Background: an optimization exercise with open tools, aiming at small area. Do not read the settings as production practice.
Function not checked in this run: the RTL went through the layout flow alone.
No activity file was given, so power comes from the tool's default toggle rates.

$ cat flow/config.mk
export PLATFORM = sky130hd
export DESIGN_NAME = tot6502
export DESIGN_NICKNAME = tot6502
export VERILOG_FILES = /design/flow/design.v
export SDC_FILE = /design/flow/constraint.sdc
export NUM_CORES = 4
export LEC_CHECK = 0
export CAP_MARGIN = 20
export CORE_MARGIN = 2
export CORE_UTILIZATION = 40
export SLEW_MARGIN = 20
$ cat flow/constraint.sdc
create_clock -name core_clock -period 8.5 [get_ports {clk}]
set_input_delay 1.7000 -clock core_clock [delete_from_list [all_inputs] [get_ports {clk}]]
set_output_delay 1.7000 -clock core_clock [all_outputs]
set_load 0.01 [all_outputs]
$ cat flow/run.sh
#!/bin/bash
# synth_recipe.tcl (not shown) runs the flow's synth.tcl, then flattens the netlist and writes it again
# the make line also repeats each setting of config.mk as NAME=value (left out here)
make -C /OpenROAD-flow-scripts/flow DESIGN_CONFIG=/design/flow/config.mk WORK_HOME=/design/flow/orfs CLKGATE_MAP_FILE= SYNTH_SCRIPT=/design/flow/synth_recipe.tcl finish
$ cat flow/design.v
module tot6502(
	input  clk,
	input  enable,
	input  [7:0]dati,
	output reg[7:0]dato,
	output [15:0]addr,
	output rw,
	input  rst_n,
	input  irq_n,
	input  nmi_n,
	input  rdy
);
	parameter AM_ABS		= 5'h00;
	parameter AM_ZPG		= 5'h01;
	parameter AM_IND		= 5'h02;
	parameter AM_REL		= 5'h03;
	parameter AM_IMM		= 5'h04;
	parameter AM_IMP_X	= 5'h05; 
	parameter AM_IMP_2	= 5'h06; 
	parameter AM_ABS_J	= 5'h07;
	parameter AM_ABS_X	= 5'h08;
	parameter AM_ABS_Y	= 5'h09;
	parameter AM_ZPG_X	= 5'h0A;
	parameter AM_ZPG_Y	= 5'h0B;
	parameter AM_IND_X	= 5'h0C;
	parameter AM_IND_Y	= 5'h0D;
	parameter AM_XXX		= 5'h0F;
	parameter IS_OADR		= 0; 
	parameter IS_WREN 	= 1; 
	parameter IS_WROR	   = 2; 
	parameter IS_EXEC		= 3; 
	parameter SR_C			= 0;
	parameter SR_Z			= 1;
	parameter SR_I			= 2;
	parameter SR_D			= 3;
	parameter SR_B			= 4;
	parameter SR_5			= 5;
	parameter SR_V			= 6;
	parameter SR_N			= 7;
	parameter VE_NMI		= 4'hA;
	parameter VE_RST		= 4'hC;
	parameter VE_IRQ		= 4'hE;
	reg [7:0]a, x, y, sr, sp;
	reg [15:0]pc;
	reg [15:0]oaddr;
	reg [7:0]inst;
	reg [2:0]tctr;
	reg [7:0]tmp;
	reg [4:0]is;
	reg pb; 
	reg [1:0]nmi_st;
	reg [1:0]nmi_tg;
	reg [1:0]irq_st;
	reg [3:0]brk_addr;
	reg brk_flag;
	reg nmi_n_st;
	wire [2:0]ia = inst[7:5];
	wire [2:0]ib = inst[4:2];
	wire [1:0]ic = inst[1:0];
	wire i_bra		= ib == 4 & ic == 0; 
	wire i_jmp_ind	= inst == 8'h6C;
	wire i_jmp_abs	= inst == 8'h4C;
	wire i_jsr		= inst == 8'h20;
	wire i_rts		= inst == 8'h60;
	wire i_rti		= inst == 8'h40;
	wire i_brk		= inst == 8'h00; 
	wire i_php		= inst == 8'h08;
	wire i_pha		= inst == 8'h48;
	wire i_plp		= inst == 8'h28;
	wire i_pla		= inst == 8'h68;
	wire i_clc		= inst == 8'h18;
	wire i_cld		= inst == 8'hD8;
	wire i_cli		= inst == 8'h58;
	wire i_clv		= inst == 8'hB8;
	wire i_sec		= inst == 8'h38;
	wire i_sed		= inst == 8'hF8;
	wire i_sei		= inst == 8'h78;
	wire i_bit		= inst == 8'h24 | inst == 8'h2C;
	wire i_sty		= ia == 4 & ic == 0 & ib[0];
	wire i_dey		= inst == 8'h88;
	wire i_tya		= inst == 8'h98;
	wire i_shy		= inst == 8'h9C;
	wire i_shx		= inst == 8'h9E;
	wire i_tay		= inst == 8'hA8;
	wire i_ldy		= ia == 5 & ic == 0 & (ib[0] | ib == 0);
	wire i_iny		= inst == 8'hC8;
	wire i_cpy 		= ia == 6 & ic == 0 & (ib == 0 | ib == 1 | ib == 3);
	wire i_cpx 		= ia == 7 & ic == 0 & (ib == 0 | ib == 1 | ib == 3);
	wire i_inx		= inst == 8'hE8;
	wire i_ora		= ia == 0 & ic[0];
	wire i_asl_a	= ia == 0 & ic[1] & ib == 2;
	wire i_asl_m	= ia == 0 & ic[1] & ib != 2;
	wire i_and 		= ia == 1 & ic[0];
	wire i_rol_a	= ia == 1 & ic[1] & ib == 2;
	wire i_rol_m	= ia == 1 & ic[1] & ib != 2;
	wire i_eor		= ia == 2 & ic[0];
	wire i_lsr_a	= ia == 2 & ic[1] & ib == 2;
	wire i_lsr_m	= ia == 2 & ic[1] & ib != 2;
	wire i_adc		= ia == 3 & ic[0];
	wire i_ror_a	= ia == 3 & ic[1] & ib == 2;
	wire i_ror_m	= ia == 3 & ic[1] & ib != 2;
	wire i_sta		= ia == 4 & ic[0];
	wire i_stx		= ia == 4 & ic[1] & ib != 2 & ib != 6;
	wire i_txa		= inst == 8'h8A;
	wire i_txs		= inst == 8'h9A;
	wire i_lda		= ia == 5 & ic[0];
	wire i_ldx		= ia == 5 & ic[1] & ib != 2 & ib != 6;
	wire i_tax		= ia == 5 & ic[1] & ib == 2;
	wire i_tsx		= ia == 5 & ic[1] & ib == 6;
	wire i_cmp 		= ia == 6 & ic[0]; 
	wire i_dex		= ia == 6 & ic[1] & ib == 2;
	wire i_dec		= ia == 6 & ic[1] & ib != 2;
	wire i_sbc		= ia == 7 & ic[0];
	wire i_inc		= ia == 7 & ic[1] & ib != 2;
	wire [3:0]amode  ;
	assign amode[3:0] =
	ib == 0 & ic == 0 & ia    == 1	? AM_ABS_J : 
	ib == 0 & ic == 0 & ia[2] == 0	? AM_IMP_X :
	ib == 0 & ic == 0 & ia[2] == 1	? AM_IMM   :
	ib == 0 & ic[0] 	   				? AM_IND_X : 
	ib == 0				   				? AM_IMM   : 
	ib == 1 		    						? AM_ZPG   : 
	ib == 2 & ic == 0 & ia[2] == 0 	? AM_IMP_X :
	ib == 2 & ic == 0 & ia[2] == 1 	? AM_IMP_2 :
	ib == 2 & ic[0] 				 		? AM_IMM   : 
	ib == 2									? AM_IMP_2 : 
	ib == 3 & ic == 0 & ia    == 3   ? AM_IND   : 
	ib == 3 			 						? AM_ABS   : 
	ib == 4 & ic == 0 				 	? AM_REL   :
	ib == 4				 				 	? AM_IND_Y :
	ib == 5 & ic[1] & ia[2:1] == 2   ? AM_ZPG_Y :
	ib == 5   								? AM_ZPG_X :
	ib == 6 & ic[0] == 0					? AM_IMP_2 : 
	ib == 6 									? AM_ABS_Y : 
	ib == 7 & ic[1] & ia[2:1] == 2   ? AM_ABS_Y :
	ib == 7   								? AM_ABS_X :
	AM_XXX;
	wire long_abs_xy	= tctr < 6 & ic == 3 & (amode == AM_ABS_X | amode == AM_ABS_Y);
	wire long_ind_xy	= tctr < 7 & ic == 3 & (ib == 0 | ib == 4) & (ia != 4 & ia != 5); 
	wire op_rdy 		= is[IS_EXEC] | (amode == AM_IMM & tctr == 1); 
	wire bra	= 
	ia == 0 ? (sr[SR_N] == 0) :  
	ia == 1 ? (sr[SR_N] != 0) :  
	ia == 2 ? (sr[SR_V] == 0) :  
	ia == 3 ? (sr[SR_V] != 0) :  
	ia == 4 ? (sr[SR_C] == 0) :  
	ia == 5 ? (sr[SR_C] != 0) :  
	ia == 6 ? (sr[SR_Z] == 0) :  
				 (sr[SR_Z] != 0) ;  
	wire [8:0]bra_val = pc[7:0] + tmp[7:0];
	wire bra_pb			= bra_val[8] ^ tmp[7]; 
	wire ldm_c3		= ic[0] & ib != 2; 
	wire ldm_act	= ic[1] & (ib[0] | ldm_c3) & ia != 4 & ia != 5;
	wire ldm_wre =	
	amode == AM_ZPG 	? tctr == 2 :
	amode == AM_ABS_X ? tctr == 4 :
	amode == AM_ABS_Y ? tctr == 4 :  
	amode == AM_IND_X ? tctr == 5 :  
	amode == AM_IND_Y ? tctr == 5 :  
	tctr == 3; 
	wire ldm_dle =	
	amode == AM_ZPG 	? tctr == 3 : 
	amode == AM_ABS_X ? tctr == 5 :
	amode == AM_ABS_Y ? tctr == 5 :  
	amode == AM_IND_X ? tctr == 6 :  
	amode == AM_IND_Y ? tctr == 6 :  
	tctr == 4; 
	wire op_end_ldm = 
	amode == AM_ZPG 	? tctr >= 4 : 
	amode == AM_ABS_X ? tctr >= 6 :
	amode == AM_ABS_Y ? tctr >= 6 :  
	amode == AM_IND_X ? tctr == 7 :  
	amode == AM_IND_Y ? tctr == 7 :  
	tctr == 5; 
	wire op_end_sta = 
	amode == AM_IND_Y ? tctr >= 5 : 
	amode == AM_ABS_Y ? tctr >= 4 :
	amode == AM_ABS_X ? tctr >= 4 : 
	op_rdy;
	wire op_end_bra 	= tctr >= (bra == 0 ? 1 : bra_pb ? 3 : 2);
	wire op_end = 
	ldm_act				? op_end_ldm :
	i_bra 				? op_end_bra :  
	i_sta 				? op_end_sta :
	i_shy					? tctr >= 4 :
	i_shx					? tctr >= 4 :
	amode == AM_IMP_2 ? tctr >= 1 :
	i_pha	| i_php		? tctr >= 2 : 
	i_jmp_abs			? tctr >= 2 :  
	i_pla | i_plp		? tctr >= 3 : 
	i_jmp_ind			? tctr >= 4 :  
	i_jsr					? tctr >= 5 :
	i_rti					? tctr >= 5 :	
	i_rts					? tctr >= 5 :
	i_brk					? tctr >= 6 :
	op_rdy;
	wire [7:0]operand = ic[1] & ib != 2 ? dato[7:0] : dati[7:0]; 
	wire [7:0]inc_val = dato[7:0] + 1;
	wire [7:0]dec_val = dato[7:0] - 1;
	wire [8:0]adc_val = a[7:0] + operand[7:0] + sr[SR_C];
	wire [8:0]sbc_val = a[7:0] + (operand[7:0] ^ 8'hff) + sr[SR_C];
	wire [7:0]ora_val = a[7:0] | operand[7:0];
	wire [7:0]and_val = a[7:0] & operand[7:0];
	wire [7:0]eor_val = a[7:0] ^ operand[7:0];
	wire [7:0]dex_val = x[7:0] - 1;
	wire [7:0]inx_val = x[7:0] + 1;
	wire [7:0]dey_val = y[7:0] - 1;
	wire [7:0]iny_val = y[7:0] + 1;
	wire [7:0]cmp_val = operand[7:0];
	wire [7:0]sbx_val = (a[7:0] & x[7:0]) - dati[7:0];
	wire nmi_req 		= nmi_tg[0] != nmi_tg[1];
	wire irq_req 		= irq_st[1] == 0 & sr[SR_I] == 0;
	wire ie_req  		= nmi_req | irq_req;
	wire wr_cycle		= !rw; 
	assign addr[15:0] = is[IS_OADR] ? oaddr[15:0] : pc[15:0];
	assign rw 			= !(is[IS_WREN] | (is[IS_WROR] & op_end));
	always @(posedge clk)
	if(enable)
	begin
		nmi_n_st <= nmi_n;
	end
	always @(posedge clk)
	if(!rst_n)
	begin
		inst 			<= 8'h00; 
		brk_addr		<= VE_RST;
		sr				<= (1 << SR_5) | (1 << SR_B);
		tctr 	   	<= 1;
		nmi_tg		<= 0;
		nmi_st		<= 0;
		brk_flag		<= 0;
		is				<= 0;
	end
		else
	if(enable & (rdy | wr_cycle))
	begin
		nmi_st[1:0] <= {nmi_st[0], nmi_n_st};
		irq_st[1:0] <= {irq_st[0], irq_n};
		if(nmi_st[1:0] == 2'b10)
		begin
			nmi_tg[0] <= !nmi_tg[1];
		end
		if(tctr == 0 & ie_req)
		begin
			inst[7:0] 		<= 8'h00;
			brk_flag			<= 0;
			if(nmi_req)
			begin
				nmi_tg[1]	<= nmi_tg[0];
				brk_addr		<= VE_NMI;
			end
				else
			begin
				brk_addr		<= VE_IRQ;
			end
		end
			else
		if(tctr == 0)
		begin
			inst[7:0] 		<= dati[7:0];
			pc[15:0] 		<= pc + 1;
			brk_flag			<= 1;
			brk_addr			<= VE_IRQ;
		end
		if(amode == AM_IND_X)
		case(tctr)
			1:begin
				oaddr[15:8]		<= 0;
				oaddr[7:0]  	<= dati[7:0]; 
				pc 				<= pc + 1;
				is[IS_OADR] 	<= 1;
			end
			2:begin
				oaddr[7:0]		<= oaddr[7:0] + x[7:0];
			end
			3:begin
				tmp[7:0]			<= dati[7:0];
				oaddr[7:0] 		<= oaddr[7:0] + 1;
			end
			4:begin
				oaddr[15:0]		<= {dati[7:0], tmp[7:0]};
				is[IS_EXEC] 	<= 1;
			end
		endcase
		if(amode == AM_IND_Y)
		case(tctr)
			1:begin
				oaddr[15:0]  	<= {8'h00, dati[7:0]};
				pc 				<= pc + 1;
				is[IS_OADR] 	<= 1;
			end
			2:begin
				{pb, tmp[7:0]}	<= dati[7:0] + y[7:0];
				oaddr[7:0] 		<= oaddr[7:0] + 1;
			end
			3:begin
				oaddr[15:0]		<= {dati[7:0], tmp[7:0]};
				is[IS_EXEC] 	<= !pb;
			end
			4:if(pb == 1)begin
				oaddr[15:8]		<= oaddr[15:8] + 1;
				is[IS_EXEC] 	<= 1;
			end
		endcase
		if(amode == AM_IMM & tctr == 1)
		begin
			pc <= pc + 1;
		end
		if(amode == AM_ABS)
		case(tctr)
			1:begin
				tmp[7:0]  		<= dati[7:0];
				pc 				<= pc + 1;
			end
			2:begin
				oaddr[15:0]  	<= {dati[7:0], tmp[7:0]};
				pc 				<= pc + 1;
				is[IS_OADR] 	<= 1;
				is[IS_EXEC] 	<= 1;
			end
		endcase
		if(amode == AM_ABS_X | amode == AM_ABS_Y)
		case(tctr)
			1:begin
				{pb, tmp[7:0]}	<= dati[7:0] + (amode == AM_ABS_X ? x[7:0] : y[7:0]);
				pc 				<= pc + 1;
			end
			2:begin
				oaddr[15:0]  	<= {dati[7:0], tmp[7:0]};
				pc 				<= pc + 1;
				is[IS_OADR] 	<= 1;
				is[IS_EXEC] 	<= !pb;
			end
			3:if(pb == 1)begin
				oaddr[15:8]		<= oaddr[15:8] + 1;
				is[IS_EXEC] 	<= 1;
			end
		endcase
		if(amode == AM_ZPG)
		case(tctr)
			1:begin
				oaddr[15:0]  	<= {8'h00, dati[7:0]};
				pc 				<= pc + 1;
				is[IS_OADR] 	<= 1;
				is[IS_EXEC] 	<= 1;
			end
		endcase
		if(amode == AM_ZPG_X | amode == AM_ZPG_Y)
		case(tctr)
			1:begin
				oaddr[15:0]  	<= {8'h00, dati[7:0]};
				pc 				<= pc + 1;
				is[IS_OADR] 	<= 1;
			end
			2:begin
				oaddr[7:0]		<= oaddr[7:0] + (amode == AM_ZPG_X ? x[7:0] : y[7:0]);
				is[IS_EXEC] 	<= 1;
			end
		endcase
		if(amode == AM_REL & tctr == 1)
		begin
			pc 					<= pc + 1;
		end	
		if(ldm_act & ldm_wre)
		begin
			dato[7:0]	<= dati[7:0];
			is[IS_WREN] <= 1;
		end
		if(i_jmp_ind)
		case(tctr)
			1:begin
				oaddr[7:0]  	<= dati[7:0];
				pc 				<= pc + 1;
			end
			2:begin
				oaddr[15:8] 	<= dati[7:0];
				is[IS_OADR] 	<= 1;
			end
			3:begin
				oaddr[7:0] 		<= oaddr[7:0] + 1;
				tmp[7:0] 		<= dati[7:0];
			end
			4:begin
				pc[15:0]			<= {dati[7:0], tmp[7:0]};
			end
		endcase
		if(i_jmp_abs & tctr == 2)
		begin
			pc[15:0]				<= {dati[7:0], tmp[7:0]};
		end
		if(i_jsr)
		case(tctr)
			1:begin
				tmp[7:0]			<= dati[7:0];
				pc 				<= pc + 1;
				oaddr[15:0]		<= {8'h01, sp[7:0]};
				is[IS_OADR] 	<= 1;
			end
			2:begin
				dato[7:0]		<= pc[15:8];
				is[IS_WREN]		<= 1;
			end
			3:begin
				dato[7:0]		<= pc[7:0];
				oaddr[7:0]		<= oaddr[7:0]-1;
			end
			4:begin
				oaddr[7:0]		<= oaddr[7:0]-1;
				is[IS_WREN]		<= 0;
				is[IS_OADR] 	<= 0;
			end
			5:begin
				pc[15:0]			<= {dati[7:0], tmp[7:0]};
				sp[7:0]			<= oaddr[7:0];
			end
		endcase
		if(i_rts)
		case(tctr)
			1:begin
				oaddr[15:0]		<= {8'h01, sp[7:0]};
				is[IS_OADR] 	<= 1;
			end
			2:begin
				oaddr[7:0]		<= oaddr[7:0] + 1;
			end
			3:begin
				tmp[7:0]			<= dati[7:0];
				oaddr[7:0]		<= oaddr[7:0] + 1;
				sp[7:0]			<= oaddr[7:0] + 1;
			end
			4:begin
				pc[15:0]			<= {dati[7:0], tmp[7:0]};
				is[IS_OADR] 	<= 0;
			end
			5:begin
				pc 				<= pc + 1;
			end
		endcase
		if(i_rti)
		case(tctr)
			1:begin
				oaddr[15:0]		<= {8'h01, sp[7:0]};
				is[IS_OADR] 	<= 1;
			end
			2:begin
				oaddr[7:0]		<= oaddr[7:0] + 1;
			end
			3:begin
				sr[7:0]			<= {dati[7:6], sr[5:4], dati[3:0]};
				oaddr[7:0]		<= oaddr[7:0] + 1;
			end
			4:begin
				tmp[7:0]			<= dati[7:0];
				oaddr[7:0]		<= oaddr[7:0] + 1;
				sp[7:0]			<= oaddr[7:0] + 1;
			end
			5:begin
				pc[15:0]			<= {dati[7:0], tmp[7:0]};
			end
		endcase
		if(i_bra)
		case(tctr)
			1:begin
				pc				<= pc + 1;
				tmp[7:0]		<= dati[7:0];
			end
			2:begin
				pc[7:0]		<= bra_val[7:0];
			end
			3:begin
				pc[15:8]		<= tmp[7] ? pc[15:8] - 1 : pc[15:8] + 1;
			end
		endcase
		if(i_brk)
		case(tctr)
			1:begin
				if(brk_flag)
				begin
					pc 			<=  pc+1;
					dato[7:0]	<= (pc+1) >> 8;
				end
					else
				begin
					dato[7:0]	<= pc[15:8];
				end
				oaddr[15:0]		<= {8'h01, sp[7:0]};
				is[IS_OADR] 	<= 1;
				is[IS_WREN]		<= brk_addr == VE_RST ? 0 : 1;
			end
			2:begin
				dato[7:0]		<= pc[7:0];
				oaddr[7:0]		<= oaddr[7:0]-1;
			end
			3:begin
				dato[7:0]		<= {sr[7:6], 1'b1, brk_flag, sr[3:0]};
				oaddr[7:0]		<= oaddr[7:0]-1;
				sr[SR_I]			<= 1;
			end
			4:begin				
				sp[7:0] 			<= oaddr[7:0]-1;
				oaddr[15:0]		<= {12'hfff, brk_addr[3:0]};
				is[IS_WREN]		<= 0;
			end
			5:begin
				tmp[7:0]			<= dati[7:0];
				oaddr[7:0]		<= oaddr[7:0] + 1;
			end
			6:begin
				pc[15:0]			<= {dati[7:0], tmp[7:0]};
			end
		endcase
		if(i_php | i_pha)
		case(tctr)
			1:begin
				dato[7:0] 		<= (i_pha ? a[7:0] : sr[7:0]);
				oaddr[15:8]		<= 8'h01;
				oaddr[7:0]		<= sp[7:0];
				is[IS_OADR] 	<= 1;
				is[IS_WREN]		<= 1;
			end
			2:begin
				sp[7:0]			<= sp[7:0] - 1;
			end
		endcase 
		if(i_plp | i_pla)
		case(tctr)
			1:begin
				oaddr[15:8]		<= 8'h01;
				oaddr[7:0]		<= sp[7:0];
				is[IS_OADR] 	<= 1;
			end
			2:begin
				sp[7:0]			<= sp[7:0] + 1;
				oaddr[7:0]		<= oaddr[7:0] + 1;
			end
			3:begin
				if(i_pla)
				begin
					a[7:0]		<= dati[7:0];
					sr[SR_Z] 	<= dati[7:0] == 0;
					sr[SR_N] 	<= dati[7];
				end
					else
				begin
					 sr[7:0] 	<= {dati[7:6], sr[5:4], dati[3:0]};
				end
			end
		endcase 		
		if(i_clc & tctr == 1) 
		begin
			sr[SR_C] <= 0;
		end
		if(i_cld & tctr == 1) 
		begin
			sr[SR_D] <= 0;
		end
		if(i_cli & tctr == 1) 
		begin
			sr[SR_I] <= 0;
		end
		if(i_clv & tctr == 1) 
		begin
			sr[SR_V] <= 0;
		end
		if(i_sec & tctr == 1) 
		begin
			sr[SR_C] <= 1;
		end
		if(i_sed & tctr == 1) 
		begin
			sr[SR_D] <= 1;
		end
		if(i_sei & tctr == 1) 
		begin
			sr[SR_I] <= 1;
		end
		if(i_bit & op_rdy)
		begin
			sr[SR_Z] 	<= (dati[7:0] & a[7:0]) == 0;
			sr[SR_V] 	<= dati[6];
			sr[SR_N] 	<= dati[7];
		end
		if(i_sty & tctr == 1)
		begin
			dato[7:0] 	<= y[7:0];
			is[IS_WROR]	<= 1;
		end
		if(i_dey & tctr == 1)
		begin
			y[7:0]		<= dey_val[7:0];
			sr[SR_Z] 	<= dey_val[7:0] == 0;
			sr[SR_N] 	<= dey_val[7];
		end
		if(i_tya & tctr == 1)
		begin
			a[7:0] 		<= y[7:0];
			sr[SR_Z] 	<= y[7:0] == 0;
			sr[SR_N] 	<= y[7];
		end
		if(i_shy & tctr == 3)
		begin
			dato[7:0] 	<= y[7:0] & (oaddr[15:8] + 1);
			oaddr[15:8] <= y[7:0] & (oaddr[15:8] + 1);
			is[IS_WROR]	<= 1;
		end
		if(i_shx & tctr == 3)
		begin
			dato[7:0] 	<= x[7:0] & (oaddr[15:8] + 1);
			oaddr[15:8] <= x[7:0] & (oaddr[15:8] + 1);
			is[IS_WROR]	<= 1;
		end
		if(i_tay & tctr == 1)
		begin
			y[7:0] 		<= a[7:0];
			sr[SR_Z] 	<= a[7:0] == 0;
			sr[SR_N] 	<= a[7];
		end
		if(i_ldy & op_rdy)
		begin
			y[7:0] 		<= dati[7:0];
			sr[SR_Z] 	<= dati[7:0] == 0;
			sr[SR_N] 	<= dati[7];
		end
		if(i_iny & tctr == 1)
		begin
			y[7:0]		<= iny_val[7:0];
			sr[SR_Z] 	<= iny_val[7:0] == 0;
			sr[SR_N] 	<= iny_val[7];
		end
		if(i_cpy & op_rdy)
		begin
			sr[SR_Z] 	<= y[7:0] == dati[7:0];
			sr[SR_C] 	<= y[7:0] >= dati[7:0];
			sr[SR_N] 	<= (y[7:0] - dati[7:0]) >> 7;
		end
		if(i_cpx & op_rdy)
		begin
			sr[SR_Z] 	<= x[7:0] == dati[7:0];
			sr[SR_C] 	<= x[7:0] >= dati[7:0];
			sr[SR_N] 	<= (x[7:0] - dati[7:0]) >> 7;
		end
		if(i_inx & tctr == 1)
		begin
			x[7:0]		<= inx_val[7:0];
			sr[SR_Z] 	<= inx_val[7:0] == 0;
			sr[SR_N] 	<= inx_val[7];
		end	
		if(i_ora & op_end)
		begin
			a[7:0]		<= ora_val[7:0];
			sr[SR_Z] 	<= ora_val[7:0] == 0;
			sr[SR_N] 	<= ora_val[7];
		end
		if(i_asl_a & tctr == 1)
		begin
			a[7:0] 		<= a[7:0] << 1;
			sr[SR_C]		<= a[7];
			sr[SR_Z] 	<= a[6:0] == 0;
			sr[SR_N] 	<= a[6];
		end
		if(i_asl_m & ldm_dle)
		begin
			dato[7:0] 	<= dato[7:0] << 1;
			sr[SR_C]		<= dato[7];
			sr[SR_Z] 	<= dato[6:0] == 0;
			sr[SR_N] 	<= dato[6];
		end
		if(i_and & op_end)
		begin
			a[7:0]		<= and_val[7:0];
			sr[SR_Z] 	<= and_val[7:0] == 0;
			sr[SR_N] 	<= and_val[7];
		end
		if(i_rol_a & tctr == 1)
		begin
			a[7:0] 		<= {a[6:0], sr[SR_C]};
			sr[SR_C]		<= a[7];
			sr[SR_Z] 	<= {a[6:0], sr[SR_C]} == 0;
			sr[SR_N] 	<= a[6];
		end
		if(i_rol_m & ldm_dle)
		begin
			dato[7:0]	<= {dato[6:0], sr[SR_C]};
			sr[SR_C]		<= dato[7];
			sr[SR_Z] 	<= {dato[6:0], sr[SR_C]} == 0;
			sr[SR_N] 	<= dato[6];
		end	
		if(((i_ora & i_asl_a) | (i_and & i_rol_a)) & op_rdy)
		begin
			a[7:0]		<= and_val[7:0];
			sr[SR_C]		<= and_val[7];
			sr[SR_Z] 	<= and_val[7:0] == 0;
			sr[SR_N] 	<= and_val[7];
		end
		if(i_eor & op_end)
		begin
			a[7:0]		<= eor_val[7:0];
			sr[SR_Z] 	<= eor_val[7:0] == 0;
			sr[SR_N] 	<= eor_val[7];
		end			
		if(i_lsr_a & tctr == 1)
		begin
			a[7:0] 		<= a[7:0] >> 1;
			sr[SR_C]		<= a[0];
			sr[SR_Z] 	<= a[7:1] == 0;
			sr[SR_N] 	<= 0;
		end
		if(i_lsr_m & ldm_dle)
		begin
			dato[7:0] 	<= dato[7:0] >> 1;
			sr[SR_C]		<= dato[0];
			sr[SR_Z] 	<= dato[7:1] == 0;
			sr[SR_N] 	<= 0;
		end
		if(i_eor & i_lsr_a & op_rdy)
		begin
			a[7:0]		<= and_val[7:0] >> 1;
			sr[SR_C]		<= and_val[0];
			sr[SR_Z] 	<= and_val[7:1] == 0;
			sr[SR_N] 	<= 0;
		end			
		if(i_adc & op_end)
		begin
			a[7:0]		<= adc_val[7:0];
			sr[SR_Z] 	<= adc_val[7:0] == 0;
			sr[SR_N] 	<= adc_val[7];
			sr[SR_C]		<= adc_val[8];
			sr[SR_V]		<= (a[7] != adc_val[7]) & (dati[7] != adc_val[7]);
		end
		if(i_ror_a & tctr == 1)
		begin
			a[7:0] 		<= {sr[SR_C], a[7:1]};
			sr[SR_C]		<= a[0];
			sr[SR_Z] 	<= {sr[SR_C], a[7:1]} == 0;
			sr[SR_N] 	<= sr[SR_C];
		end
		if(i_ror_m & ldm_dle)
		begin
			dato[7:0] 	<= {sr[SR_C], dato[7:1]};
			sr[SR_C]		<= dato[0];
			sr[SR_Z] 	<= {sr[SR_C], dato[7:1]} == 0;
			sr[SR_N] 	<= sr[SR_C];
		end
		if(i_adc & i_ror_a & op_rdy)
		begin
			a[7:0]		<= {sr[SR_C], and_val[7:1]};
			sr[SR_C]		<= and_val[7];
			sr[SR_Z] 	<= {sr[SR_C], and_val[7:1]} == 0;
			sr[SR_N] 	<= sr[SR_C];
			sr[SR_V]		<= and_val[7] ^ and_val[6];
		end	
		if(i_sta & tctr == 1)
		begin
			dato[7:0] 	<= a[7:0];
			is[IS_WROR]	<= 1;
		end
		if(i_stx & tctr == 1)
		begin
			dato[7:0] 	<= x[7:0];
			is[IS_WROR]	<= 1;
		end
		if(i_txa & tctr == 1)
		begin
			a[7:0] 		<= x[7:0];
			sr[SR_Z] 	<= x[7:0] == 0;
			sr[SR_N] 	<= x[7];
		end
		if(i_txs & tctr == 1)
		begin
			sp[7:0] 		<= x[7:0];
		end
		if(i_sta & i_stx & tctr == 1)
		begin
			dato[7:0] 	<= a[7:0] & x[7:0];
		end		
		if(i_lda & op_rdy)
		begin
			a[7:0] 		<= dati[7:0];
			sr[SR_Z] 	<= dati[7:0] == 0;
			sr[SR_N] 	<= dati[7];
		end
		if(i_ldx & op_rdy)
		begin
			x[7:0] 		<= dati[7:0];
			sr[SR_Z] 	<= dati[7:0] == 0;
			sr[SR_N] 	<= dati[7];
		end
		if(i_tax & tctr == 1)
		begin
			x[7:0] 		<= a[7:0];
			sr[SR_Z] 	<= a[7:0] == 0;
			sr[SR_N] 	<= a[7];
		end
		if(i_tsx & tctr == 1)
		begin
			x[7:0] 		<= sp[7:0];
			sr[SR_Z] 	<= sp[7:0] == 0;
			sr[SR_N] 	<= sp[7];
		end
		if(i_lda & i_tax & op_rdy)
		begin
			a[7:0] 		<= dati[7:0];
			x[7:0] 		<= dati[7:0];
			sr[SR_Z] 	<= dati[7:0] == 0;
			sr[SR_N] 	<= dati[7];
		end
		if(i_cmp & op_end)
		begin
			sr[SR_Z] 	<= a[7:0] == cmp_val[7:0];
			sr[SR_C] 	<= a[7:0] >= cmp_val[7:0];
			sr[SR_N] 	<= (a[7:0] - cmp_val[7:0]) >> 7;
		end
		if(i_dex & tctr == 1)
		begin
			x[7:0]		<= dex_val[7:0];
			sr[SR_Z] 	<= dex_val[7:0] == 0;
			sr[SR_N] 	<= dex_val[7];
		end		
		if(i_dec & ldm_dle)
		begin
			dato[7:0]	<= dec_val[7:0];
			sr[SR_Z] 	<= dec_val[7:0] == 0;
			sr[SR_N] 	<= dec_val[7];
		end
		if(i_cmp & i_dex & op_rdy)	
		begin
			x[7:0]		<= sbx_val[7:0];
			sr[SR_Z] 	<= sbx_val[7:0] == 0;
			sr[SR_N] 	<= sbx_val[7];
			sr[SR_C] 	<= (a & x) >= dati[7:0];
		end
		if(i_sbc & op_end)
		begin
			a[7:0]		<= sbc_val[7:0];
			sr[SR_Z] 	<= sbc_val[7:0] == 0;
			sr[SR_N] 	<= sbc_val[7];
			sr[SR_C]		<= sbc_val[8];
			sr[SR_V]		<= (a[7] != sbc_val[7]) & (dati[7] == sbc_val[7]);
		end
		if(i_inc & ldm_dle)
		begin
			dato[7:0]	<= inc_val[7:0];
			sr[SR_Z] 	<= inc_val[7:0] == 0;
			sr[SR_N] 	<= inc_val[7];
		end
		if(op_end)
		begin
			is				<= 0;
			tctr			<= 0;
		end
			else
		if(tctr != 7)
		begin
			tctr <= tctr + 1;
		end
		if(is[IS_EXEC] & !op_end)
		begin
			is[IS_EXEC] <= 0;
		end
	end
endmodule
==> results.txt <==
## cell type report
| class | count | area (sq um) | area share |
|---|---|---|---|
| timing repair buffer | 139 | 1140 | 0.0539 |
| clock buffer | 9 | 225 | 0.0107 |
| multi-input combinational | 2414 | 15500 | 0.732 |
| antenna | 6 | 15.0 | 0.000711 |
| sequential | 112 | 3080 | 0.146 |
| clock inverter | 7 | 91.3 | 0.00433 |
| inverter | 74 | 278 | 0.0132 |
| tap | 664 | 831 | 0.0393 |
## cell usage in the layout (no fill, tap or decap), types with 20 or more instances in the layout
| cell | netlist | routed |
|---|---|---|
| nand2_1 | 308 | 308 |
| buf_4 | 0 | 101 |
| nand2b_1 | 24 | 24 |
| dfxtp_1 | 28 | 27 |
| nor2_1 | 304 | 303 |
| o221ai_1 | 39 | 39 |
| mux2_2 | 31 | 31 |
| nor3_1 | 95 | 94 |
| xnor2_1 | 82 | 82 |
| a221oi_1 | 41 | 41 |
| nor2b_1 | 31 | 29 |
| clkdlybuf4s50_1 | 0 | 38 |
| a21oi_1 | 255 | 255 |
| o211ai_1 | 59 | 59 |
| a211oi_1 | 47 | 47 |
| nor4_1 | 34 | 30 |
| a21o_1 | 36 | 36 |
| o21ai_0 | 233 | 233 |
| edfxtp_1 | 84 | 84 |
| inv_1 | 74 | 73 |
| a22oi_1 | 54 | 54 |
| and2_1 | 24 | 24 |
| ha_1 | 120 | 119 |
| nand3_1 | 93 | 93 |
| a31oi_1 | 38 | 37 |
| nand4_1 | 25 | 25 |
| mux2i_1 | 30 | 30 |
| xor2_1 | 60 | 60 |
| o22ai_1 | 54 | 54 |
| and3_1 | 20 | 20 |
## sequential cells by signal, indices dropped and copies added (netlist names), 2 cells and up
register  cells
inst          8
tmp           8
dato          8
nmi_st        2
pc           16
sr            6
a             8
is            4
irq_st        2
tctr          3
brk_addr      2
oaddr        16
nmi_tg        2
y             8
x             8
sp            8
## cell families after synthesis
logic type	share of synthesized area
buf+inv	0.0614
compound gates	0.352
fa+ha+maj	0.0875
simple gates	0.245
mux	0.0342
xor+xnor	0.0632
flops	0.157
## worst min-delay path by stage
stage | start | to | cells after the start
after global placement | irq_st[0]$_DFFE_PP_ | irq_st[1]$_DFFE_PP_ | 0
after detailed placement | irq_st[0]$_DFFE_PP_ | irq_st[1]$_DFFE_PP_ | 0
after global routing | irq_st[0]$_DFFE_PP_ | irq_st[1]$_DFFE_PP_ | 0
after floorplan | irq_st[0]$_DFFE_PP_ | irq_st[1]$_DFFE_PP_ | 0
after CTS | irq_st[0]$_DFFE_PP_ | irq_st[1]$_DFFE_PP_ | 0
final | irq_st[0]$_DFFE_PP_ | irq_st[1]$_DFFE_PP_ | 0
## through the flow
step	instance area, sq um	worst slack (ps)	util	instances
3_5_place_dp	20800	1670	0.426	3403
2_1_floorplan	19700	3140	-	2837
5_1_grt	21100	898	0.433	3419
3_3_place_gp	20800	1740	0.426	3403
4_1_cts	21100	1170	0.433	3419
6_report	21100	1090	0.433	3425
## power breakdown
part           leakage (uW)  internal (uW)  switching, uW  total (uW)
clock network      0.000154            216            323         539
logic               0.00646            234            470         704
registers          0.000996            611           52.2         663
total               0.00761           1060            845        1910
## per-layer routing
layer	routed length, um	vias to the layer above	GRT usage	part of all wire
met5	0	-	0	0
met4	11900	0	0.381	0.096
met3	14300	594	0.123	0.12
met2	50600	2011	0.695	0.41
met1	46500	12100	0.586	0.38
li1	-	10500	-	-
## critical path, delay by kind of cell, from the launching register on
family / cells / cell delay [ps]
AO/OA/AOI/OAI: 10 / 2030
XOR/XNOR: 1 / 230
adder cells (fa/ha/maj): 3 / 1070
buffers and inverters: 1 / 550
flip-flops: 1 / 620
AND/OR/NAND/NOR: 5 / 750
==> results.txt <==
status -> timing/DRC/antenna clean
crit-path most repeated cell -> a21oi_1
top-count cell post-synth -> nand2_1
RR Startpoint -> pc[0]$_DFFE_PP_
asr flop ratio synth -> 0
WHS -> 442 ps
Filler cells -> 5,089
max cap viols -> 0
post-synth top area cell -> edfxtp_1
CTS root buffer -> clkbuf_16
number of nets with antenna violations after routing -> 0
Static Leak -> 0.00761 uW
overall power -> 1910 uW
number of flops mapped to enable cells by yosys -> 84
highest clock rate -> 135 MHz
Slew @ Worst Pin -> 1170 ps
vias in the first global route -> 23,400
clk buf depth -> 2
gpl congestion -> 1.05
# IOs -> 39
reg2reg path depth -> 22
GR Util All Layers -> 0.474
Yosys top cell area share -> 0.128
Final period util -> 0.872
Mapped Area -> 19,700 sq um
Critical Path End -> rw
WL/cell -> 36.0 um
Setup Buffers After CTS -> 0
Synth Net Count -> 2,982
peak supply drop -> 169 uV
dpl hpwl -> 89.5 mm
First DRT Iteration DRCs -> 4,070
Syn Area/Cell -> 6.93 sq um
CTS Buf Count -> 9
die width -> 226 um
Vias/cell -> 7.36
top area cells in the synthesized netlist -> edfxtp_1 13%, ha_1 7.6%, a21oi_1 6.5%
Sink Count -> 112
die span in y -> 226 um
sequential-to-total area share from yosys stat -> 0.157
DIE AREA -> 51,000 sq um
TritonCTS clock tree -> yes
Congestion Overflow GR -> 0
first-pass GRT wire length -> 173 mm
Data required, critical path -> 6800 ps
Initial Util -> 0.404
via count -> 25,200
Slowest Stage Delay on Critical Path -> 620 ps
Setup crit start -> pc[0]$_DFFE_PP_
critical path type -> reg -> out
drt pass-1 iters -> 9
Tmin final -> 7410 ps
#FFs+latches synth -> 112
Worst-Skew Late Latency -> 440 ps
final wirelength -> 123 mm
skew final -> 24.9 ps
core area -> 48,700 sq um
share of post-route cells with drive strength above 1 -> 0.0715
clock slew at reported path FFs -> 100 ps
row count -> 81
Area Overhead vs Synth -> 7.33%
worst hold path class -> reg -> reg
Mapped Cells -> 2,837
CP Launch Type -> flip-flop
drt drc -> 0
RSZ-0062 raised after global routing -> no
Port Buffers -> 38
nets -> 2,895
Netlist cell types -> 94
Synth Flop Type -> edfxtp_1
CP max-delay cell -> edfxtp_1
Synth top cells by count -> 308 x nand2_1, 304 x nor2_1, 255 x a21oi_1
Arr. time, crit path -> 5710 ps
initial antenna violation count -> 1
H-tree depth -> 3
endpoints failing hold -> 0
final setup violation count -> 0
Fin Setup TNS -> 0 ps
worst-path cell chain -> ha_1, fa_1, a21oi_1, o21bai_1, a21oi_1, nor2_1, nor2_1, o21bai_1, a21oi_1, xnor2_1, nand2b_1, ha_1, nand2b_1, a211o_1, a21boi_0, o211ai_2, a41oi_4, nor2_1, a21oi_1, clkdlybuf4s50_1
Max Slew Vio Count -> 0
worst-path maximum fanout -> 12
worst reg2reg path endpoint -> pc[11]$_DFFE_PP_
Post-CTS Resized -> 0
synth warn -> 1
Worst R2R Setup Slack -> 2160 ps
worst rel slew slack -> 0.219
PwrDens -> 90.3 nW/um^2
largest net degree at the start of global routing -> 51
CTS Hold Buffers Added -> 0
element type at the critical path end -> output pin

==> what the ideal ports hide <==
The results above use ideal ports. As a check the final layout listed here was re-extracted and re-timed, cells and wires unchanged. Step 1: set_driving_cell puts a clkbuf_16 on clk and a buf_2 on each other input, an assumption about the parent block. Step 2 times the ports against the registers' clock, not the clock port: input delays grow and output delays shrink by t, the midpoint of the rising clock arrivals with the driver on. Slacks: ideal ports / drivers / drivers and shift; pairs: ideal ports / drivers.
t (ns): 0.486
setup WS [ns]: 1.089 / 1.028 / 1.514
hold slack, ns: 0.442 / 0.442 / 0.442
slew at the worst register clock pin (ns): 0.12 / 0.12
After both steps this run still meets setup and hold. For this run, drivers alone change the setup slack by -0.061 ns; drivers and shift together by +0.425 ns.
